What follows belongs to an exercise in optimizing a design on an open flow for small area; a production flow would make more cautious choices. For this run, only the layout was checked, not whether the RTL still works. The flow treats the clock pin as an ideal source, which a real chip does not have. Power is estimated from default activity; no workload was simulated.

File: flow/run.sh
#!/bin/bash
# Layout flow: the standard synthesis, then the combinational logic between
# the registers is re-mapped for area with ABC, best of eight seeds (registers,
# their names and cell types are kept), then the standard layout from
# floorplan to finish with a
# smaller clock tree (small buffers, no dummy loads, buffers upsized only
# where the flip-flops' clock edge is slow) and small port buffers.
set -euo pipefail
W=$(pwd)
F=$W/flow
R=$W/orfs/results/$FLOW_PLATFORM/jukebox_top/base
YOSYS=$(command -v yosys || echo "$FLOW_HOME/../tools/install/yosys/bin/yosys")

bash standard.sh synth > "$W/log_1_standard_synth.txt" 2>&1

cp "$R/1_2_yosys.v" "$W/standard_synth.v"
export LIBFILE="$FLOW_HOME/platforms/$FLOW_PLATFORM/lib/sky130_fd_sc_hd__tt_025C_1v80.lib"
export CELLMAP="$W/cellmap.v"
export STD_NETLIST="$W/standard_synth.v"
export OUT_NETLIST="$W/resynth.v"
"$YOSYS" -c "$F/cellmap.tcl" > "$W/log_2_cellmap.txt" 2>&1

# Eight ABC runs with different random seeds, four at a time; the smallest
# netlist is used.
SEEDS="0 3 4 5 6 7 8 9"
best=""
run_seed() {
  sed "s/@SEED@/$1/" "$F/area.abc.in" > "$W/area_$1.abc"
  ABC_SCRIPT="$W/area_$1.abc" OUT_NETLIST="$W/resynth_$1.v" \
    "$YOSYS" -c "$F/resynth.tcl" > "$W/log_3_resynth_$1.txt" 2>&1
}
for seed in 0 3 4 5; do run_seed $seed & done
wait
for seed in 6 7 8 9; do run_seed $seed & done
wait
for seed in $SEEDS; do
  a=$(awk '/Chip area/ {print $NF}' "$W/log_3_resynth_$seed.txt" | tail -1)
  echo "seed $seed: $a" >> "$W/log_3_resynth_pick.txt"
  if [[ -s "$W/resynth_$seed.v" && -n "$a" ]]; then
    if [[ -z "$best" ]] || awk -v a="$a" -v b="$best_area" 'BEGIN {exit !(a < b)}'; then
      best=$seed; best_area=$a
    fi
  fi
done
echo "picked seed $best" >> "$W/log_3_resynth_pick.txt"
cp "$W/resynth_$best.v" "$OUT_NETLIST"

cp "$OUT_NETLIST" "$R/1_2_yosys.v"
rm -f "$R/1_synth.odb" "$R/1_synth.sdc"
bash standard.sh \
  "CTS_ARGS=$(cat "$F/cts_args.txt")" \
  "BUFFER_PORTS_ARGS=-buffer_cell sky130_fd_sc_hd__buf_1" \
  "POST_CTS_TCL=$F/post_cts.tcl" \
  finish > "$W/log_4_standard_layout.txt" 2>&1
File: flow/area.abc.in
strash
&get -n
&deepsyn -T 60 -S @SEED@
&put
dch -f
amap -m
topo
File: flow/cellmap.tcl
# Combinational cells of the library as techmap rules (cell -> its function).
yosys -import
read_liberty -ignore_miss_func $::env(LIBFILE)
delete sky130_fd_sc_hd__df* sky130_fd_sc_hd__edf* sky130_fd_sc_hd__sdf* sky130_fd_sc_hd__dl* sky130_fd_sc_hd__lpflow* sky130_fd_sc_hd__probe*
write_verilog -noattr $::env(CELLMAP)
File: flow/cts_args.txt
-sink_clustering_enable -repair_clock_nets -dont_use_dummy_load -buf_list sky130_fd_sc_hd__clkbuf_4 -root_buf sky130_fd_sc_hd__clkbuf_4
File: flow/post_cts.tcl
# Upsize the clock buffers that drive flip-flops with a slow clock edge
# (estimated slew over 105 ps), up to three rounds, then legalize again.
estimate_parasitics -placement
proc slow_clock_drivers { limit } {
  set drivers [dict create]
  foreach pin [get_pins -hierarchical */CLK] {
    set slew [get_property $pin slew_max_rise]
    set fall [get_property $pin slew_max_fall]
    if { $fall > $slew } { set slew $fall }
    if { $slew > $limit } {
      foreach drv [get_pins -of_objects [get_nets -of_objects $pin] -filter "direction==output"] {
        dict set drivers [get_full_name [get_cells -of_objects $drv]] 1
      }
    }
  }
  return [dict keys $drivers]
}
set bigger [dict create \
  sky130_fd_sc_hd__clkbuf_2 sky130_fd_sc_hd__clkbuf_4 \
  sky130_fd_sc_hd__clkbuf_4 sky130_fd_sc_hd__clkbuf_8 \
  sky130_fd_sc_hd__clkbuf_8 sky130_fd_sc_hd__clkbuf_16]
set upsized 0
for { set round 0 } { $round < 3 } { incr round } {
  foreach name [slow_clock_drivers 0.105] {
    set inst [get_cells $name]
    set master [get_property $inst ref_name]
    if { [dict exists $bigger $master] } {
      replace_cell $inst [dict get $bigger $master]
      incr upsized
    }
  }
  estimate_parasitics -placement
}
puts "post_cts: upsized $upsized clock buffers"
if { $upsized > 0 } {
  detailed_placement
  check_placement -verbose
  estimate_parasitics -placement
}
File: flow/resynth.tcl
# Re-map the combinational logic of the standard synthesis netlist for area.
# Sequential cells stay as they are (same instances, names and cell types).
yosys -import
set lib $::env(LIBFILE)
read_liberty -lib $lib
read_verilog $::env(STD_NETLIST)
hierarchy -top $::env(FLOW_TOP)
techmap -map $::env(CELLMAP)
simplemap
opt_clean
abc -script $::env(ABC_SCRIPT) -liberty $lib -dont_use *lpflow* -dont_use *probe*
setundef -zero
hilomap -singleton -hicell sky130_fd_sc_hd__conb_1 HI -locell sky130_fd_sc_hd__conb_1 LO
splitnets
opt_clean -purge
insbuf -buf sky130_fd_sc_hd__buf_1 A X
stat -liberty $lib
write_verilog -noattr -nohex -nodec $::env(OUT_NETLIST)
File: standard.sh
#!/bin/bash
# synth_recipe.tcl (not shown) runs the flow's synth.tcl, then flattens the netlist and writes it again
# the make line also repeats each setting of config.mk as NAME=value (left out here)
make -C /OpenROAD-flow-scripts/flow DESIGN_CONFIG=/design/flow/config.mk WORK_HOME=/design/flow/orfs CLKGATE_MAP_FILE= SYNTH_SCRIPT=/design/flow/synth_recipe.tcl "${@:-finish}"
File: config.mk
export PLATFORM = sky130hd
export DESIGN_NAME = jukebox_top
export DESIGN_NICKNAME = jukebox_top
export VERILOG_FILES = /design/flow/design.v
export SDC_FILE = /design/flow/constraint.sdc
export NUM_CORES = 4
export LEC_CHECK = 0
export CAP_MARGIN = 0
export CORE_MARGIN = 2
export CORE_UTILIZATION = 65
export SLEW_MARGIN = 0
File: constraint.sdc
create_clock -name core_clock -period 80.0 [get_ports {clk}]
set_input_delay 16.0000 -clock core_clock [delete_from_list [all_inputs] [get_ports {clk}]]
set_output_delay 16.0000 -clock core_clock [all_outputs]
set_load 0.01 [all_outputs]
File: design.v
module jukebox_top (
    input        clk,         
    input        rst_n,       
    input        uart_rx,     
    output       led_blink,
    output       led_pwm,
    output       buzzer,
    output       lcd_rs,
    output       lcd_en,
    output [3:0] lcd_data
);
reg [18:0] counter;
always @(posedge clk) begin
    if (!rst_n) counter <= 19'd0;
    else        counter <= counter + 19'd1;
end
assign led_blink = counter[12];
wire [1:0]  fade_w = counter[17:16];
wire [15:0] fade_x = counter[15:0];
assign led_pwm = (fade_w == 2'd1 && fade_x != 16'hFFFF) ||
                 (fade_w == 2'd2 && fade_x <= 16'd43689) ||
                 (fade_w == 2'd3 && fade_x <= 16'd21844);
wire [6:0] uart_data;
uart_rx u_uart (
    .i_CLK(clk),
    .i_RST_N(rst_n),
    .i_RX(uart_rx),
    .o_DATA(uart_data)
);
localparam [3:0] N_REST = 4'd0, N_C4 = 4'd1, N_D4 = 4'd2, N_E4 = 4'd3,
                 N_F4 = 4'd4, N_G4 = 4'd5, N_A4 = 4'd6, N_B4 = 4'd7, N_C5 = 4'd8;
localparam [13:0] JC_1     = 14'b00000000000001;
localparam [13:0] JC_2     = 14'b00000000000010;
localparam [13:0] JC_12500 = 14'b10110000010010;
localparam [13:0] JC_15000 = 14'b01101100110111;
reg [13:0] jukebox_counter;    
reg        jukebox_late;       
reg [7:0]  jukebox_index;      
reg [6:0]  line2_char;         
wire period_end = (jukebox_counter == JC_15000);
wire counter_0  = (jukebox_counter == 14'd0);
wire counter_1  = (jukebox_counter == JC_1);
wire counter_2  = (jukebox_counter == JC_2);
wire note_end   = (jukebox_counter == JC_12500);
localparam [7:0] SILENCE = 8'h3F;
localparam [1023:0] NOTE_TABLE = 1024'h0000000000000000012233440566551102334455023344550122334405665511000000000000000000000000000000000000123223333212303332220333212300000000000000000000000000000000000000000000000000000008876543210000000000000000000000000000000000005667702332555205667702332555;
wire [3:0] index_note = NOTE_TABLE[{jukebox_index, 2'b00} +: 4];
wire [1:0] song     = jukebox_index[7:6];
wire [5:0] position = jukebox_index[5:0];
wire index_end = (jukebox_index == {2'd1, 6'd8})  || (jukebox_index == {2'd2, 6'd29}) ||
                 (jukebox_index == {2'd3, 6'd48}) || (jukebox_index == {2'd0, 6'd29});
wire       song_char = (line2_char[6:3] == 4'b1000) && (line2_char[2:0] != 3'd0) &&
                       (line2_char[2:0] <= 3'd4);       
wire [1:0] char_song = line2_char[1:0];
wire       same_song = (song == char_song) && (char_song != 2'd0 || !position[5]);
reg [7:0] index_next;
always @(*) begin
    index_next = jukebox_index;
    if (counter_1) begin
        if (!song_char)     index_next = SILENCE;
        else if (same_song) index_next = {song, position + 6'd1};
        else                index_next = {char_song, 6'd0};
    end
    if (index_end && counter_2) index_next = SILENCE;
end
wire       resting    = counter_0 || jukebox_late;
wire [3:0] music_note = resting ? N_REST : index_note;
always @(posedge clk) begin
    if (!rst_n) begin
        jukebox_counter <= 14'd0;
        jukebox_late <= 1'b0;
        jukebox_index <= SILENCE;
        line2_char <= "X";
    end else begin
        jukebox_index <= index_next;
        if (period_end) begin
            jukebox_counter <= 14'd0;
            jukebox_late <= 1'b0;
            line2_char <= uart_data;
        end else begin
            jukebox_counter <= {jukebox_counter[12:0],
                                ~^{jukebox_counter[13], jukebox_counter[1], jukebox_counter[0]}};
            if (note_end) jukebox_late <= 1'b1;
        end
    end
end
reg [15:0] music_counter;      
reg        music_below;
reg        tone_out;
reg [15:0] lim_wrap;
reg [15:0] lim_half;
always @(*) begin
    case (music_note)
        N_C4: begin lim_wrap = 16'd188; lim_half = 16'd94; end
        N_D4: begin lim_wrap = 16'd168; lim_half = 16'd84; end
        N_E4: begin lim_wrap = 16'd149; lim_half = 16'd74; end
        N_F4: begin lim_wrap = 16'd141; lim_half = 16'd70; end
        N_G4: begin lim_wrap = 16'd125; lim_half = 16'd62; end
        N_A4: begin lim_wrap = 16'd111; lim_half = 16'd55; end
        N_B4: begin lim_wrap = 16'd99;  lim_half = 16'd49; end
        N_C5: begin lim_wrap = 16'd93;  lim_half = 16'd46; end
        default: begin lim_wrap = 16'd49998; lim_half = 16'd24999; end
    endcase
end
always @(posedge clk) begin
    if (!rst_n) begin
        music_counter <= 16'd0;
        music_below <= 1'b1;
        tone_out <= 1'b0;
    end else begin
        music_counter <= music_below ? music_counter + 16'd1 : 16'd0;
        music_below <= !music_below || (music_counter < lim_wrap);
        tone_out <= !music_below || (music_counter < lim_half);
    end
end
assign buzzer = tone_out && (music_note != N_REST);
wire lcd_copy = (counter[14:0] == 15'h3FFF);
reg [6:0] lcd_char;
always @(posedge clk) begin
    if (lcd_copy) lcd_char <= line2_char;
end
lcd u_lcd (
    .CLOCK(clk),
    .SYNC_RST(rst_n),
    .REFRESH(counter[14]),
    .FIRST(counter[18:6] == 13'd0 && counter[5:0] < 6'd50),
    .SCROLL(counter[18:15]),
    .VALID(counter[14]),
    .CHAR2(lcd_char),
    .LCD_RS(lcd_rs),
    .LCD_EN(lcd_en),
    .LCD_DATA(lcd_data)
);
endmodule
module lcd (
    input            CLOCK,
    input            SYNC_RST,
    input            REFRESH,
    input            FIRST,
    input      [3:0] SCROLL,
    input            VALID,
    input      [6:0] CHAR2,
    output           LCD_RS,
    output reg       LCD_EN,
    output reg [3:0] LCD_DATA
);
    reg [7:0] index;      
    reg [5:0] step;       
    wire first = (index == 8'd0) && FIRST;           
    wire in_line1 = (index >= 8'd10) && (index <= 8'd25);      
    wire in_line2 = (index >= 8'd30) && (index <= 8'd45);      
    wire [3:0] addr = index[3:0] + (in_line2 ? ~SCROLL : SCROLL);
    wire       is_title = (CHAR2 == "A") || (CHAR2 == "B") || (CHAR2 == "C") || (CHAR2 == "D");
    wire [1:0] title = CHAR2[2] ? 2'd3 : CHAR2[1:0] - 2'd1;
    reg [6:0] text_rom;
    always @(*) begin
        casez ({in_line2, title, addr})
            7'b0_??_0000: text_rom = 7'h20;
            7'b0_??_0001: text_rom = 7'h4a;
            7'b0_??_0010: text_rom = 7'h75;
            7'b0_??_0011: text_rom = 7'h6b;
            7'b0_??_0100: text_rom = 7'h65;
            7'b0_??_0101: text_rom = 7'h62;
            7'b0_??_0110: text_rom = 7'h6f;
            7'b0_??_0111: text_rom = 7'h78;
            7'b0_??_1000: text_rom = 7'h5d;
            7'b0_??_1001: text_rom = 7'h20;
            7'b0_??_1010: text_rom = 7'h5b;
            7'b0_??_1011: text_rom = 7'h4d;
            7'b0_??_1100: text_rom = 7'h75;
            7'b0_??_1101: text_rom = 7'h73;
            7'b0_??_1110: text_rom = 7'h69;
            7'b0_??_1111: text_rom = 7'h63;
            7'b1_00_0000: text_rom = 7'h20;
            7'b1_00_0001: text_rom = 7'h52;
            7'b1_00_0010: text_rom = 7'h65;
            7'b1_00_0011: text_rom = 7'h2c;
            7'b1_00_0100: text_rom = 7'h20;
            7'b1_00_0101: text_rom = 7'h4d;
            7'b1_00_0110: text_rom = 7'h69;
            7'b1_00_0111: text_rom = 7'h2e;
            7'b1_00_1000: text_rom = 7'h2e;
            7'b1_00_1001: text_rom = 7'h2e;
            7'b1_00_1010: text_rom = 7'h20;
            7'b1_00_1011: text_rom = 7'h20;
            7'b1_00_1100: text_rom = 7'h20;
            7'b1_00_1101: text_rom = 7'h44;
            7'b1_00_1110: text_rom = 7'h6f;
            7'b1_00_1111: text_rom = 7'h2c;
            7'b1_01_0000: text_rom = 7'h74;
            7'b1_01_0001: text_rom = 7'h6c;
            7'b1_01_0010: text_rom = 7'h65;
            7'b1_01_0011: text_rom = 7'h20;
            7'b1_01_0100: text_rom = 7'h4c;
            7'b1_01_0101: text_rom = 7'h61;
            7'b1_01_0110: text_rom = 7'h6d;
            7'b1_01_0111: text_rom = 7'h62;
            7'b1_01_1000: text_rom = 7'h20;
            7'b1_01_1001: text_rom = 7'h20;
            7'b1_01_1010: text_rom = 7'h20;
            7'b1_01_1011: text_rom = 7'h20;
            7'b1_01_1100: text_rom = 7'h20;
            7'b1_01_1101: text_rom = 7'h4c;
            7'b1_01_1110: text_rom = 7'h69;
            7'b1_01_1111: text_rom = 7'h74;
            7'b1_10_0000: text_rom = 7'h6e;
            7'b1_10_0001: text_rom = 7'h6b;
            7'b1_10_0010: text_rom = 7'h6c;
            7'b1_10_0011: text_rom = 7'h65;
            7'b1_10_0100: text_rom = 7'h20;
            7'b1_10_0101: text_rom = 7'h54;
            7'b1_10_0110: text_rom = 7'h77;
            7'b1_10_0111: text_rom = 7'h69;
            7'b1_10_1000: text_rom = 7'h6e;
            7'b1_10_1001: text_rom = 7'h6b;
            7'b1_10_1010: text_rom = 7'h6c;
            7'b1_10_1011: text_rom = 7'h65;
            7'b1_10_1100: text_rom = 7'h20;
            7'b1_10_1101: text_rom = 7'h54;
            7'b1_10_1110: text_rom = 7'h77;
            7'b1_10_1111: text_rom = 7'h69;
            7'b1_11_0000: text_rom = 7'h20;
            7'b1_11_0001: text_rom = 7'h4d;
            7'b1_11_0010: text_rom = 7'h61;
            7'b1_11_0011: text_rom = 7'h63;
            7'b1_11_0100: text_rom = 7'h44;
            7'b1_11_0101: text_rom = 7'h6f;
            7'b1_11_0110: text_rom = 7'h6e;
            7'b1_11_0111: text_rom = 7'h61;
            7'b1_11_1000: text_rom = 7'h6c;
            7'b1_11_1001: text_rom = 7'h64;
            7'b1_11_1010: text_rom = 7'h20;
            7'b1_11_1011: text_rom = 7'h20;
            7'b1_11_1100: text_rom = 7'h20;
            7'b1_11_1101: text_rom = 7'h4f;
            7'b1_11_1110: text_rom = 7'h6c;
            7'b1_11_1111: text_rom = 7'h64;
            default: text_rom = 7'h00;
        endcase
    end
    reg [7:0] char;
    always @(*) begin
        if (!VALID)                         char = " ";
        else if (!in_line2 || is_title)     char = {1'b0, text_rom};
        else if (addr == 4'd12)             char = {1'b0, CHAR2};
        else                                char = "-";
    end
    reg [8:0] instruction;
    always @(*) begin
        case (index)
            8'd0: instruction = first ? {1'b0, 8'h33} : {1'b0, 8'h32};
            8'd1: instruction = {1'b0, 8'h28};
            8'd2: instruction = {1'b0, 8'h06};
            8'd3: instruction = {1'b0, 8'h0C};
            8'd4: instruction = {1'b0, 8'h01};
            8'd8: instruction = {1'b0, 8'h01};
            8'd9: instruction = {1'b0, 8'h80};
            8'd29: instruction = {1'b0, 8'hC0};
            default: instruction = (in_line1 || in_line2) ? {1'b1, char} : 9'd0;
        endcase
    end
    wire is_chr    = instruction[8];
    localparam [5:0] S4 = 6'b001111, S9 = 6'b110111, S10 = 6'b101111,
                     S17 = 6'b011101, S26 = 6'b000010, S49 = 6'b001001;
    wire step_hi   = (step == 6'd0);
    wire step_lo   = is_chr ? (step == S4) : (step == S17);
    wire step_last = is_chr ? (step == S10) : (step == S49);
    wire step_off  = !is_chr && (step == S9 || step == S26);
    wire prev_chr = ((index >= 8'd11) && (index <= 8'd26)) ||
                    ((index >= 8'd31) && (index <= 8'd46));
    assign LCD_RS = step_hi ? prev_chr : is_chr;
    always @(posedge CLOCK) begin
        if (!SYNC_RST) begin
            index <= 8'd0;
            step <= 6'd0;
            LCD_EN <= 1'b0;
            LCD_DATA <= 4'h0;
        end else begin
            if (step_hi || step_lo) begin
                LCD_EN <= 1'b1;
                LCD_DATA <= step_hi ? instruction[7:4] : instruction[3:0];
            end else if (step_off) begin
                LCD_EN <= 1'b0;
            end
            if (!step_last) begin
                step <= {step[4:0], ~^{step[5], step[4]}};
            end else if (first) begin           
                step <= 6'd0;
            end else if (index != 8'd255) begin
                index <= index + 8'd1;
                step <= 6'd0;
            end else if (REFRESH) begin         
                index <= 8'd9;
                step <= 6'd0;
            end
        end
    end
endmodule
module uart_rx (
    input        i_CLK,
    input        i_RST_N,
    input        i_RX,
    output [6:0] o_DATA
);
    localparam [8:0] S21  = 9'b000111010, S407 = 9'b001101000;
    localparam [8:0] B0 = 9'b000011000, B1 = 9'b101010001, B2 = 9'b111101100,
                     B3 = 9'b011101011, B4 = 9'b000000110, B5 = 9'b011100101,
                     B6 = 9'b001100001;
    reg [8:0] step;
    reg [6:0] r_DATA;
    assign o_DATA = r_DATA;
    reg [10:0] rx_pipe;
    wire r_RX = rx_pipe[10];
    always @(posedge i_CLK) begin
        if (!i_RST_N) rx_pipe <= 11'h7FF;
        else          rx_pipe <= {rx_pipe[9:0], i_RX};
    end
    wire [8:0] step_next = {step[7:0], ~^{step[8], step[4]}};
    always @(posedge i_CLK) begin
        if (!i_RST_N) begin
            step <= 9'd0;
        end else if (step == 9'd0) begin
            if (!r_RX) step <= step_next;         
        end else if (step == S21) begin
            step <= r_RX ? 9'd0 : step_next;      
        end else if (step == S407) begin
            if (r_RX) step <= 9'd0;               
        end else begin
            step <= step_next;
        end
    end
    always @(posedge i_CLK) begin
        if (!i_RST_N) begin
            r_DATA <= "X";
        end else begin
            if (step == B0) r_DATA[0] <= r_RX;
            if (step == B1) r_DATA[1] <= r_RX;
            if (step == B2) r_DATA[2] <= r_RX;
            if (step == B3) r_DATA[3] <= r_RX;
            if (step == B4) r_DATA[4] <= r_RX;
            if (step == B5) r_DATA[5] <= r_RX;
            if (step == B6) r_DATA[6] <= r_RX;
        end
    end
endmodule
==> qor.yml <==
global_routing:
  grt_max_degree: 53
  grt_pass1_vias: 5586
  antenna_found_initial: 0
  gr-usage-all-layers: 0.307
  grt_overflow_total: 0
  grt_pass1_wl_mm: 25.2
timing:
  slew_headroom: 0.491
  period_share: 0.256
  timing.fmax_ghz: 0.0488
  hold_slack_ns: 0.435
  maxSlewViolCount: 0
  setup-violations-final: 0
  hold_viol: 0
  tightestPinTransition_ns: 0.761
  skew_ns: 0.0332
  finalSetupTns_ns: 0
  period_minus_slack_ns: 20.48
  rsz0062_at_grt: "no"
routing:
  vias: 6115
  via_per_inst: 6.48
  drc: 0
  drt_iter0_drc: 654
  routed_wl_mm: 14.8
  wire_per_inst_um: 15.7
  drtAntennaViolNets: 0
  dr.pass1.iters: 5
floorplanning:
  core_um2: 8760
  die-area_um2: 9890
  num_io_pins: 12
  start_util: 0.676
  num_rows: 34
  die_h_um: 99.5
  die_x_um: 99.5
clock_tree:
  clock-sinks: 120
  worstSkewPairLatency_ns: 0.49
  cts.reportedPaths.clkPinSlew_ns: 0.07
  cts_tree: "done"
synthesis:
  syn_area_um2: 5920
  syn_nets: 807
  yosys_warnings: 3
  avgSynthCellArea_um2: 7.37
  synthesis.instances: 804
worst_setup_path:
  required_ns: 64.00
  crit_path_start_kind: "flip-flop"
  cp_max_fo: 15
  worstSetupPathType: "reg -> out"
  reg2reg_setup_slack_ns: 73.38
  timing.rr.start: "u_lcd.index[3]$_SDFFE_PN0P_"
  r2r-end: "u_lcd.LCD_DATA[1]$_SDFFE_PN0P_"
  r2r_cells: 29
  endpoint_kind: "primary output"
  arrival_ns: 4.48
layout:
  layout.cells.non_filler: 944
  fillerInstances: 680
  drive_gt1_frac: 0.0251
  n_antenna_cell: 0
  syn_to_final_growth_pct: 6.06
  fin_util: 0.717
  finalInstanceArea_um2: 6280
  final_nets: 841
placement:
  finalWeightedCongestion: 1.01
  io_buffers: 11
  post-place-cells: 927
  dpl.hpwl_mm: 11.0
  placedInstanceArea_um2: 6130
status:
  status: "finished clean"
pwr:
  clock_power_share: 0.284
  p_sw_uw: 29.1
  power.density_nw_per_um2: 17.0
  max-vdd-ir-drop_mv: 0.0193
  p_int_uw: 77.8
  netSwitchingFraction: 0.272
  seq_power_share: 0.604
  cellLeakagePower_uw: 0.00204
  comb_power_share: 0.112
run:
  cap_violations: 0
min_path:
  min_to: "u_uart.rx_pipe[4]$_SDFF_PN1_"
  hold_class: "reg -> reg"
  hold-path-cell-count: 1
  hold_start: "u_uart.rx_pipe[3]$_SDFF_PN1_"
-- flip-flops by register name, summed over array words and instances, names as in the netlist --
register	count
u_lcd.step	6
u_lcd.LCD_DATA	4
jukebox_index	8
u_uart.step	9
u_uart.rx_pipe	11
line2_char	7
u_lcd.index	8
music_counter	16
tone_out	1
lcd_char	7
jukebox_counter	14
u_uart.r_DATA	7
u_lcd.LCD_EN	1
counter	19
music_below	1
jukebox_late	1
-- layout by cell type (no fill, tap or decap), drive strengths merged, types with 3 or more instances in the layout --
cell     instances
o21a             7
nor2b            5
a31oi           12
a2111oi          5
clkinv         109
nor2           177
a221oi           5
edfxtp           7
a21oi           32
o211ai           5
a41oi            3
nand2           57
o22ai           15
and3             9
a211oi          22
or4              5
o32a             4
dfxtp          113
o32ai            7
nand3           21
nand4           11
buf             15
clkbuf          17
a22oi            3
o22a             3
nor3            56
o21ai           44
nor4             9
o311ai           3
o2111ai          3
or2             17
o221ai           4
or3              7
o31ai            3
o2111a           4
-- layer usage --
metal / up-vias / routed length [um] / GRT usage
met5: - / 0 / 0
met4: 0 / 349 / 0.118
met3: 48 / 1200 / 0.0527
met2: 329 / 6940 / 0.501
met1: 2784 / 6350 / 0.411
li1: 2954 / - / -
-- per-stage QoR --
step	worst slack, ns	power (uW)
after global routing	59.09	112
after detailed placement	60.12	77.4
after global placement	60.22	77.1
after floorplan	60.98	73.9
final	59.52	107
-- critical path: stages (launching register included) --
cell and delay, ns:
dfxtp_1 0.63, clkinv_1 0.26, o311ai_0 0.72, a211oi_1 0.17, o21a_1 0.16, a2111oi_0 0.54
clkinv_1 0.20, nor2_1 0.14, o32a_1 0.22, nor2_1 0.07, nor2_1 0.14, clkinv_1 0.12
nor2_1 0.40, nor2b_1 0.09, buf_1 0.14
-- worst max-delay path by stage --
stage	from	endpoint	slack, ns
after floorplan	jukebox_index[2]$_SDFFE_PP1P_	buzzer	60.98
after global placement	jukebox_index[2]$_SDFFE_PP1P_	buzzer	60.22
after detailed placement	jukebox_index[2]$_SDFFE_PP1P_	buzzer	60.12
after global routing	jukebox_index[2]$_SDFFE_PP1P_	buzzer	59.09
final	jukebox_index[2]$_SDFFE_PP1P_	buzzer	59.52
-- power groups by stage --
| stage | sequential [uW] | clock [uW] | combinational, uW |
|---|---|---|---|
| detailed placement | 65.8 | 0 | 11.6 |
| global route | 64.9 | 33.2 | 13.5 |
| global placement | 65.7 | 0 | 11.4 |
| finish | 64.6 | 30.3 | 12.0 |
| floorplan | 65.3 | 0 | 8.67 |
-- final cells by class --
| cell class | instances | area, um2 | area share |
|---|---|---|---|
| flip-flops and latches | 120 | 2470 | 0.393 |
| clock buffers | 17 | 153 | 0.0243 |
| repair buffers | 15 | 71.3 | 0.0114 |
| well taps | 108 | 135 | 0.0215 |
| multi-input cells | 575 | 3040 | 0.484 |
| inverters | 109 | 409 | 0.0651 |

==> afterwards: timing with drivers on the ports <==
How much do the figures lean on ideal ports? The routed layout below was timed once more, with nothing changed but the port constraints.
Step 1 sets driving cells, clkbuf_16 on the clock port and buf_2 on the other inputs (assumed; they add their load-dependent delay and slew).
Step 2, shift: input delay + t, output delay - t, t = (earliest + latest rising clock arrival at the registers) / 2. This alone moves slack from input paths to output paths.
Three values: ideal ports, drivers, drivers and shift; two values: the first two.
t (ns): 0.508
slack for setup (ns): 59.519 / 59.485 / 59.993
clock arrival spread, ns: 0.034 / 0.034
After both steps this run still meets setup and hold. The setup slack of this run moves by -0.034 ns with the drivers and by +0.474 ns with both steps.
